This design comes from an exercise in tuning for small area on the open sky130 flow, not from production work.
RTL that was checked went through simulation tests only; none was proved equivalent to the original.
No activity file was given, so power comes from the tool's default toggle rates.

==> 02-02 <==
==> flow/design.v (excerpt) <==
module vending_machine_top(
    input  wire clk,         
    input  wire rst,         
    input  wire [1:0] sw_item,
    input  wire btnU,   
    input  wire btnL,   
    input  wire btnR,   
    input  wire btnD,   
    input  wire btnC,   
    output wire [7:0] seg,   
    output wire [3:0] an,    
    output wire [15:0] led_purchase,  
    output wire led_insuff
);
export LEC_CHECK = 0
export CAP_MARGIN = 20
export CORE_MARGIN = 2
export CORE_UTILIZATION = 40
export SLEW_MARGIN = 20
create_clock -name core_clock -period 80.0 [get_ports {clk}]
standard.sh (not shown) runs the stock make flow with config.mk's settings and CLKGATE_MAP_FILE= SYNTH_SCRIPT=/design/flow/synth_recipe.tcl, a recipe that flattens the netlist after the stock synthesis.
==> flow/flow/run.sh <==
#!/bin/bash
# Own layout flow: the standard synthesis, unchanged; then its
# combinational cells are mapped again by ABC with an area-only script (the
# registers, their names and cell types, and the ports are kept as they are);
# then the standard layout from floorplan to finish, with the port
# buffers made of sky130_fd_sc_hd__buf_1 and the clock tree built with the
# options in flow/cts_args.txt (no dummy loads).
# Each tool's output goes to a log file of its own in the work folder.
set -euo pipefail
WORK=$(pwd)
RES=$WORK/orfs/results/$FLOW_PLATFORM/vending_machine_top/base
LOGS=$WORK/orfs/logs/$FLOW_PLATFORM/vending_machine_top/base
LIB=$FLOW_HOME/platforms/$FLOW_PLATFORM/lib/sky130_fd_sc_hd__tt_025C_1v80.lib
YOSYS=$(command -v yosys || echo "$FLOW_HOME/../tools/install/yosys/bin/yosys")

# 1. standard synthesis
bash standard.sh synth > "$WORK/log_1_standard_synth.txt" 2>&1
cp "$RES/1_2_yosys.v" "$WORK/standard_synth.v"

# 2. map the logic again (registers kept)
python3 "$WORK/flow/libcells.py" "$LIB" > "$WORK/comb_cells.v"
DONT_USE=$(grep -o -- "-dont_use [A-Za-z0-9_]*" "$LOGS/1_2_yosys.log" | sort -u | tr '\n' ' ')
cat > "$WORK/resynth.ys" <<EOS
read_liberty -lib $LIB
read_verilog -overwrite $WORK/comb_cells.v
read_verilog $WORK/standard_synth.v
hierarchy -check -top $FLOW_TOP
flatten
techmap
opt -purge
rename -hide w:* x:* %d
abc -script $WORK/flow/area.abc -liberty $LIB $DONT_USE
opt_clean -purge
hilomap -singleton -hicell sky130_fd_sc_hd__conb_1 HI -locell sky130_fd_sc_hd__conb_1 LO
splitnets
opt_clean -purge
read_liberty -lib -ignore_redef $LIB
hierarchy -check -top $FLOW_TOP
check -assert
stat -liberty $LIB
write_verilog -noattr -nohex -nodec $WORK/resynth.v
EOS
"$YOSYS" -s "$WORK/resynth.ys" > "$WORK/log_2_resynth.txt" 2>&1
python3 "$WORK/flow/checkregs.py" "$WORK/standard_synth.v" "$WORK/resynth.v" > "$WORK/log_2_checkregs.txt" 2>&1
cp "$WORK/resynth.v" "$RES/1_2_yosys.v"
touch "$RES/1_2_yosys.v"
rm -f "$RES/1_synth.odb" "$RES/1_synth.sdc"

# 3. standard layout from the new netlist
CTS_ARGS=$(cat "$WORK/flow/cts_args.txt")
bash standard.sh BUFFER_PORTS_ARGS="-buffer_cell sky130_fd_sc_hd__buf_1" CTS_ARGS="$CTS_ARGS" finish > "$WORK/log_3_standard_layout.txt" 2>&1
test -f "$WORK/out/final.def"
==> flow/flow/area.abc <==
strash
&get -n
&deepsyn -T 60
&put
&get -n
&dch -f
&nf -R 1000
&put
==> flow/flow/cts_args.txt <==
-sink_clustering_enable -repair_clock_nets -buf_list sky130_fd_sc_hd__clkbuf_8 -sink_clustering_size 20 -dont_use_dummy_load
Other scripts of this flow, unchanged in this note and not shown: flow/flow/checkregs.py, flow/flow/libcells.py
==> 01-07: changes against 02-02 <==
--- a/flow/design.v
+++ b/flow/design.v
@@ -15,57 +15,62 @@
     wire term   = ((q & TERM_MASK) == TERM);
     wire run    = differ & ~term;
     always @(posedge clk or posedge rst) begin
         if (rst) begin
             sync_0       <= 1'b0;
             sync_1       <= 1'b0;
             stable_state <= 1'b0;
-            btn_out      <= 1'b0;
         end else begin
             sync_0 <= btn_in;
             sync_1 <= sync_0;
             if (differ & term)
                 stable_state <= sync_1;
-            btn_out <= differ & (term ? sync_1 : btn_out);
-        end
-    end
+        end
+    end
+    always @(posedge clk)
+        btn_out <= differ & (term ? sync_1 : btn_out);
     always @(posedge clk)
         q <= run ? {~q[8:0], q[2] ^ q[9]} : CLR;
 endmodule
 `timescale 1ns / 1ps
 module vending_fsm(
     input  wire        clk,
     input  wire        rst,
     input  wire        started,
     input  wire [1:0]  sw_item,
     input  wire        db_btnU,    
     input  wire        db_btnL,    
     input  wire        db_btnR,    
     input  wire        db_btnD,    
     input  wire        db_btnC,    
-    output reg  [14:0] display_val,    
+    output wire [14:0] display_val,    
     output wire        led_purchase,
     output reg         led_insuff
 );
-    localparam [2:0] ST_SEL    = 3'b000,
-                     ST_CABS   = 3'b001,
-                     ST_COIN   = 3'b010,
-                     ST_SELPV  = 3'b100,
-                     ST_VEND   = 3'b110;
+    localparam [1:0] ST_SEL    = 2'b00,
+                     ST_COIN   = 2'b01,
+                     ST_SELPV  = 2'b10,
+                     ST_VEND   = 2'b11;
     localparam [14:0] V0   = 15'b000_0000_0000_0000,
                       V10  = 15'b000_0000_0001_0000,
                       V25  = 15'b000_0000_0010_1000,
                       V50  = 15'b000_0000_1000_0000,
                       V75  = 15'b000_0000_1010_1000,
                       V100 = 15'b000_0001_0000_0000,
                       V135 = 15'b000_0001_0011_1000;
-    reg [2:0]  state;
+    reg [1:0]  state;
     reg [1:0]  item;
-    reg [2:0]  op;
-    assign led_purchase = state[2];
+    reg [3:0]  op4;      
+    wire [2:0] op = op4[2:0];
+    reg [3:0]  d_lo;
+    reg [10:0] d_hi;
+    assign display_val = {d_hi, d_lo};
+    assign led_purchase = state[1];
+    wire in_coin = (state == ST_COIN);
+    wire is_cabs = in_coin & op4[3];
     wire [2:0] r0 = display_val[2:0];
     wire       q0 = display_val[3];
     wire [2:0] r1 = display_val[6:4];
     wire       q1 = display_val[7];
     wire [2:0] r2 = display_val[10:8];
     wire       q2 = display_val[11];
     wire [2:0] r3 = display_val[14:12];
@@ -114,15 +119,14 @@
     wire [2:0] r0f = !wrap ? r0 : (r0 == 3'd0) ? 3'd4 : r0 - 3'd1;
     wire       q0f = q0a ^ (wrap & (r0 != 3'd0));
     wire [2:0] r1f = !(wrap & cw) ? r1a : (r1a == 3'd4) ? 3'd0 : r1a + 3'd1;
     wire       q1f = q1a ^ (wrap & cw & (r1a == 3'd4));
     wire [14:0] sum = wrap ? {7'd0, q1f, r1f, q0f, r0f}
                            : {r3a, q2a, r2a, q1a, r1a, q0a, r0};
     wire [1:0] coin = {db_btnU | db_btnL, db_btnU | (~db_btnL & db_btnR)};
-    wire is_cabs = (state == ST_CABS);
     reg en;
     always @(*) begin
         case (item)
             2'b00: en = (sum >= V50);
             2'b01: en = (sum >= V75);
             2'b10: en = (sum >= V100);
             default: en = (sum >= V135);
@@ -132,33 +136,34 @@
     reg [14:0] konst;
     always @(*) begin
         if (is_cabs)
             case (op[1:0])
                 2'b00: konst = V0;  2'b01: konst = V10;
                 2'b10: konst = V25; default: konst = V50;
             endcase
-        else if (!started)
-            konst = V0;
-        else case (item)
-            2'b00: konst = V50;
-            2'b01: konst = V75;
-            2'b10: konst = V100;
-            default: konst = V135;
-        endcase
-    end
-    wire in_coin = ~state[2] & (state[1] | state[0]);
+        else begin
+            case (item)
+                2'b00: konst = V50;
+                2'b01: konst = V75;
+                2'b10: konst = V100;
+                default: konst = V135;
+            endcase
+            konst[3] = konst[3] & started;
+        end
+    end
+    wire [14:0] d_next = (in_coin && !is_cabs || state == ST_VEND) ? sum : konst;
     wire vend_now = in_coin & ~db_btnD & db_btnC & enough;
     always @(posedge clk or posedge rst) begin
         if (rst) begin
             state       <= ST_SEL;
             led_insuff  <= 1'b0;
-            display_val <= V0;
+            d_lo        <= 4'd0;
         end else begin
             case (state)
-                ST_CABS, ST_COIN: begin
+                ST_COIN: begin
                     if (db_btnD)
                         state <= ST_SEL;
                     else if (db_btnC & enough)
                         state <= ST_VEND;
                     else
                         state <= ST_COIN;
                     if (db_btnD)
@@ -167,32 +172,30 @@
                         led_insuff <= 1'b1;
                 end
                 ST_VEND: begin
                     if (db_btnC | db_btnD) state <= ST_SELPV;
                     led_insuff <= 1'b0;
                 end
                 default: begin  
-                    state <= (db_btnU | db_btnL | db_btnR | db_btnC) ? ST_CABS : ST_SEL;
+                    state <= (started & (db_btnU | db_btnL | db_btnR | db_btnC)) ? ST_COIN : ST_SEL;
                     led_insuff <= 1'b0;
                 end
             endcase
-            if (in_coin && !is_cabs || state == ST_VEND)
-                display_val <= sum;
-            else
-                display_val <= konst;
+            d_lo <= d_next[3:0];
         end
     end
     always @(posedge clk) begin
+        d_hi <= d_next[14:4];
         if (vend_now)
-            op <= {1'b1, item};
+            op4 <= {2'b01, item};
         else if (state == ST_VEND)
-            op <= 3'b000;
+            op4 <= 4'b0000;
         else
-            op <= {1'b0, coin};
-        if (state[1:0] == 2'b00)
+            op4 <= {~state[0], 1'b0, coin};    
+        if (!state[0])
             item <= sw_item;
     end
 endmodule
 `timescale 1ns / 1ps
 module SevenSegmentDriver(
     input  wire        clk,
     input  wire        rst,
@@ -223,28 +226,24 @@
         case (digit_index)
             2'd0: curr_digit = value[3:0];
             2'd1: curr_digit = value[7:4];
             2'd2: curr_digit = value[11:8];
             default: curr_digit = {1'b0, value[14:12]};
         endcase
     end
-    always @(*) begin
-        case (curr_digit)
-            4'b0000: seg = 8'b11000000;  
-            4'b0001: seg = 8'b11111001;  
-            4'b0010: seg = 8'b10100100;  
-            4'b0011: seg = 8'b10110000;  
-            4'b0100: seg = 8'b10011001;  
-            4'b1000: seg = 8'b10010010;  
-            4'b1001: seg = 8'b10000010;  
-            4'b1010: seg = 8'b11111000;  
-            4'b1011: seg = 8'b10000000;  
-            4'b1100: seg = 8'b10010000;  
-            default: seg = 8'b11111111;
-        endcase
+    wire [3:0] c = curr_digit;
+    always @(*) begin
+        seg[7] = 1'b1;
+        seg[6] = (~c[1] & ~c[2] & ~c[3]) | (~c[0] & c[1] & c[3]);
+        seg[5] = (~c[0] & c[1]) | (c[0] & ~c[3]);
+        seg[4] = (c[0] & ~c[3]) | c[2] | (~c[0] & c[3]);
+        seg[3] = (c[0] & ~c[1] & ~c[3]) | (~c[0] & c[1] & c[3]) | (c[2] & ~c[3]);
+        seg[2] = (~c[0] & c[1] & ~c[3]);
+        seg[1] = (~c[1] & ~c[2] & c[3]);
+        seg[0] = (c[0] & ~c[1] & ~c[3]) | (c[2] & ~c[3]);
         an = 4'b1111;
         an[digit_index] = 1'b0;
     end
 endmodule
 `timescale 1ns / 1ps
 module vending_machine_top(
     input  wire clk,         
==> flow/flow/area.abc (replaced) <==
strash
&get -n
&deepsyn -T 120
&put
dch -f
amap -m
==> flow/flow/cts_args.txt (replaced) <==
-sink_clustering_enable -repair_clock_nets -buf_list sky130_fd_sc_hd__clkbuf_16 -root_buf sky130_fd_sc_hd__clkbuf_16 -sink_clustering_size 40 -sink_clustering_max_diameter 300 -sink_clustering_levels 1 -dont_use_dummy_load
==> 02-17: changes against 02-02 <==
--- a/flow/design.v
+++ b/flow/design.v
@@ -15,57 +15,62 @@
     wire term   = ((q & TERM_MASK) == TERM);
     wire run    = differ & ~term;
     always @(posedge clk or posedge rst) begin
         if (rst) begin
             sync_0       <= 1'b0;
             sync_1       <= 1'b0;
             stable_state <= 1'b0;
-            btn_out      <= 1'b0;
         end else begin
             sync_0 <= btn_in;
             sync_1 <= sync_0;
             if (differ & term)
                 stable_state <= sync_1;
-            btn_out <= differ & (term ? sync_1 : btn_out);
-        end
-    end
+        end
+    end
+    always @(posedge clk)
+        btn_out <= differ & (term ? sync_1 : btn_out);
     always @(posedge clk)
         q <= run ? {~q[8:0], q[2] ^ q[9]} : CLR;
 endmodule
 `timescale 1ns / 1ps
 module vending_fsm(
     input  wire        clk,
     input  wire        rst,
     input  wire        started,
     input  wire [1:0]  sw_item,
     input  wire        db_btnU,    
     input  wire        db_btnL,    
     input  wire        db_btnR,    
     input  wire        db_btnD,    
     input  wire        db_btnC,    
-    output reg  [14:0] display_val,    
+    output wire [14:0] display_val,    
     output wire        led_purchase,
     output reg         led_insuff
 );
-    localparam [2:0] ST_SEL    = 3'b000,
-                     ST_CABS   = 3'b001,
-                     ST_COIN   = 3'b010,
-                     ST_SELPV  = 3'b100,
-                     ST_VEND   = 3'b110;
+    localparam [1:0] ST_SEL    = 2'b00,
+                     ST_COIN   = 2'b01,
+                     ST_SELPV  = 2'b10,
+                     ST_VEND   = 2'b11;
     localparam [14:0] V0   = 15'b000_0000_0000_0000,
                       V10  = 15'b000_0000_0001_0000,
                       V25  = 15'b000_0000_0010_1000,
                       V50  = 15'b000_0000_1000_0000,
                       V75  = 15'b000_0000_1010_1000,
                       V100 = 15'b000_0001_0000_0000,
                       V135 = 15'b000_0001_0011_1000;
-    reg [2:0]  state;
+    reg [1:0]  state;
     reg [1:0]  item;
-    reg [2:0]  op;
-    assign led_purchase = state[2];
+    reg [3:0]  op4;      
+    wire [2:0] op = op4[2:0];
+    reg [3:0]  d_lo;
+    reg [10:0] d_hi;
+    assign display_val = {d_hi, d_lo};
+    assign led_purchase = state[1];
+    wire in_coin = (state == ST_COIN);
+    wire is_cabs = in_coin & op4[3];
     wire [2:0] r0 = display_val[2:0];
     wire       q0 = display_val[3];
     wire [2:0] r1 = display_val[6:4];
     wire       q1 = display_val[7];
     wire [2:0] r2 = display_val[10:8];
     wire       q2 = display_val[11];
     wire [2:0] r3 = display_val[14:12];
@@ -114,15 +119,14 @@
     wire [2:0] r0f = !wrap ? r0 : (r0 == 3'd0) ? 3'd4 : r0 - 3'd1;
     wire       q0f = q0a ^ (wrap & (r0 != 3'd0));
     wire [2:0] r1f = !(wrap & cw) ? r1a : (r1a == 3'd4) ? 3'd0 : r1a + 3'd1;
     wire       q1f = q1a ^ (wrap & cw & (r1a == 3'd4));
     wire [14:0] sum = wrap ? {7'd0, q1f, r1f, q0f, r0f}
                            : {r3a, q2a, r2a, q1a, r1a, q0a, r0};
     wire [1:0] coin = {db_btnU | db_btnL, db_btnU | (~db_btnL & db_btnR)};
-    wire is_cabs = (state == ST_CABS);
     reg en;
     always @(*) begin
         case (item)
             2'b00: en = (sum >= V50);
             2'b01: en = (sum >= V75);
             2'b10: en = (sum >= V100);
             default: en = (sum >= V135);
@@ -132,33 +136,34 @@
     reg [14:0] konst;
     always @(*) begin
         if (is_cabs)
             case (op[1:0])
                 2'b00: konst = V0;  2'b01: konst = V10;
                 2'b10: konst = V25; default: konst = V50;
             endcase
-        else if (!started)
-            konst = V0;
-        else case (item)
-            2'b00: konst = V50;
-            2'b01: konst = V75;
-            2'b10: konst = V100;
-            default: konst = V135;
-        endcase
-    end
-    wire in_coin = ~state[2] & (state[1] | state[0]);
+        else begin
+            case (item)
+                2'b00: konst = V50;
+                2'b01: konst = V75;
+                2'b10: konst = V100;
+                default: konst = V135;
+            endcase
+            konst[3] = konst[3] & started;
+        end
+    end
+    wire [14:0] d_next = (in_coin && !is_cabs || state == ST_VEND) ? sum : konst;
     wire vend_now = in_coin & ~db_btnD & db_btnC & enough;
     always @(posedge clk or posedge rst) begin
         if (rst) begin
             state       <= ST_SEL;
             led_insuff  <= 1'b0;
-            display_val <= V0;
+            d_lo        <= 4'd0;
         end else begin
             case (state)
-                ST_CABS, ST_COIN: begin
+                ST_COIN: begin
                     if (db_btnD)
                         state <= ST_SEL;
                     else if (db_btnC & enough)
                         state <= ST_VEND;
                     else
                         state <= ST_COIN;
                     if (db_btnD)
@@ -167,32 +172,30 @@
                         led_insuff <= 1'b1;
                 end
                 ST_VEND: begin
                     if (db_btnC | db_btnD) state <= ST_SELPV;
                     led_insuff <= 1'b0;
                 end
                 default: begin  
-                    state <= (db_btnU | db_btnL | db_btnR | db_btnC) ? ST_CABS : ST_SEL;
+                    state <= (started & (db_btnU | db_btnL | db_btnR | db_btnC)) ? ST_COIN : ST_SEL;
                     led_insuff <= 1'b0;
                 end
             endcase
-            if (in_coin && !is_cabs || state == ST_VEND)
-                display_val <= sum;
-            else
-                display_val <= konst;
+            d_lo <= d_next[3:0];
         end
     end
     always @(posedge clk) begin
+        d_hi <= d_next[14:4];
         if (vend_now)
-            op <= {1'b1, item};
+            op4 <= {2'b01, item};
         else if (state == ST_VEND)
-            op <= 3'b000;
+            op4 <= 4'b0000;
         else
-            op <= {1'b0, coin};
-        if (state[1:0] == 2'b00)
+            op4 <= {~state[0], 1'b0, coin};    
+        if (!state[0])
             item <= sw_item;
     end
 endmodule
 `timescale 1ns / 1ps
 module SevenSegmentDriver(
     input  wire        clk,
     input  wire        rst,
@@ -223,28 +226,24 @@
         case (digit_index)
             2'd0: curr_digit = value[3:0];
             2'd1: curr_digit = value[7:4];
             2'd2: curr_digit = value[11:8];
             default: curr_digit = {1'b0, value[14:12]};
         endcase
     end
-    always @(*) begin
-        case (curr_digit)
-            4'b0000: seg = 8'b11000000;  
-            4'b0001: seg = 8'b11111001;  
-            4'b0010: seg = 8'b10100100;  
-            4'b0011: seg = 8'b10110000;  
-            4'b0100: seg = 8'b10011001;  
-            4'b1000: seg = 8'b10010010;  
-            4'b1001: seg = 8'b10000010;  
-            4'b1010: seg = 8'b11111000;  
-            4'b1011: seg = 8'b10000000;  
-            4'b1100: seg = 8'b10010000;  
-            default: seg = 8'b11111111;
-        endcase
+    wire [3:0] c = curr_digit;
+    always @(*) begin
+        seg[7] = 1'b1;
+        seg[6] = (~c[1] & ~c[2] & ~c[3]) | (~c[0] & c[1] & c[3]);
+        seg[5] = (~c[0] & c[1]) | (c[0] & ~c[3]);
+        seg[4] = (c[0] & ~c[3]) | c[2] | (~c[0] & c[3]);
+        seg[3] = (c[0] & ~c[1] & ~c[3]) | (~c[0] & c[1] & c[3]) | (c[2] & ~c[3]);
+        seg[2] = (~c[0] & c[1] & ~c[3]);
+        seg[1] = (~c[1] & ~c[2] & c[3]);
+        seg[0] = (c[0] & ~c[1] & ~c[3]) | (c[2] & ~c[3]);
         an = 4'b1111;
         an[digit_index] = 1'b0;
     end
 endmodule
 `timescale 1ns / 1ps
 module vending_machine_top(
     input  wire clk,         
==> flow/flow/area.abc (replaced) <==
strash
&get -n
&deepsyn -T 120
&put
dch -f
amap -m
==> qor summary <==
item                                                                    01-07                    02-02                    02-17
Clock transition at path regs                                         0.07 ns                  0.09 ns                  0.09 ns
Combinational gate power                                              34.0 µW                  32.9 µW                  33.9 µW
Critical path destination                                              seg[3]                   seg[6]                   seg[3]
DIE WIDTH                                                              105 µm                   108 µm                   105 µm
Static leakage                                                        1.83 nW                  1.99 nW                  1.78 nW
Filler instances                                                          943                     1015                      951
Final min period                                                     18.38 ns                 18.35 ns                 18.38 ns
M2 GR Usage                                                             22.0%                    23.5%                    21.9%
Vias per inst                                                            4.96                     5.10                     4.94
Beginning of the worst hold path                                  debC.sync_0              debL.sync_0              debC.sync_0
Register-to-Register Setup Slack                                     75.48 ns                 75.19 ns                 75.47 ns
Run status                                            complete, no violations  complete, no violations  complete, no violations
Routability Congestion                                                  0.828                    0.891                    0.828
Global-route usage over all layers                                      14.6%                    15.3%                    14.5%
Met3 track demand over resource                                         3.87%                    2.66%                    3.62%
Tightest hold margin                                                 0.343 ns                 0.349 ns                 0.345 ns
Multi-input gates                                                         276                      299                      276
WL met3                                                                435 µm                   348 µm                   332 µm
Period utilisation layout                                               23.0%                    22.9%                    23.0%
Number of nets in the finished design                                     499                      483                      499
Number of flip-flops under the largest register name                       14                       15                       14
Register area                                                     0.00246 mm²              0.00255 mm²              0.00246 mm²
Only the layout flow was run in 02-02; the RTL was not checked for function there.

[static timing again, ports no longer ideal]
How much do the figures lean on ideal ports? The routed layouts below were timed once more, with nothing changed but the port constraints. Step 1 sets driving cells, clkbuf_16 on the clock port and buf_2 on the other inputs (assumed; they add their load-dependent delay and slew). Step 2 moves the port delays by t, midway between the first and last clock arrival at a register: inputs arrive t later, outputs are due t later. That takes back most of the time a late clock gives input paths. Slacks: no drivers / after step 1 / after step 2; pairs: no drivers / after step 1.
| run | t, ns | slack for setup (ns) | latest minus earliest clock arrival (ns) | worst data-port slew with drivers (ns) | pins driven straight from the clock port |
|---|---|---|---|---|---|
| 02-02 | 0.382 | 61.652 / 61.622 / 62.004 | 0.026 / 0.026 | 0.04 | 1 |
| 01-07 | 0.367 | 61.625 / 61.587 / 61.955 | 0.013 / 0.013 | 0.03 | 1 |
| 02-17 | 0.373 | 61.616 / 61.584 / 61.957 | 0.017 / 0.017 | 0.03 | 1 |
After both steps every run listed still meets setup and hold.
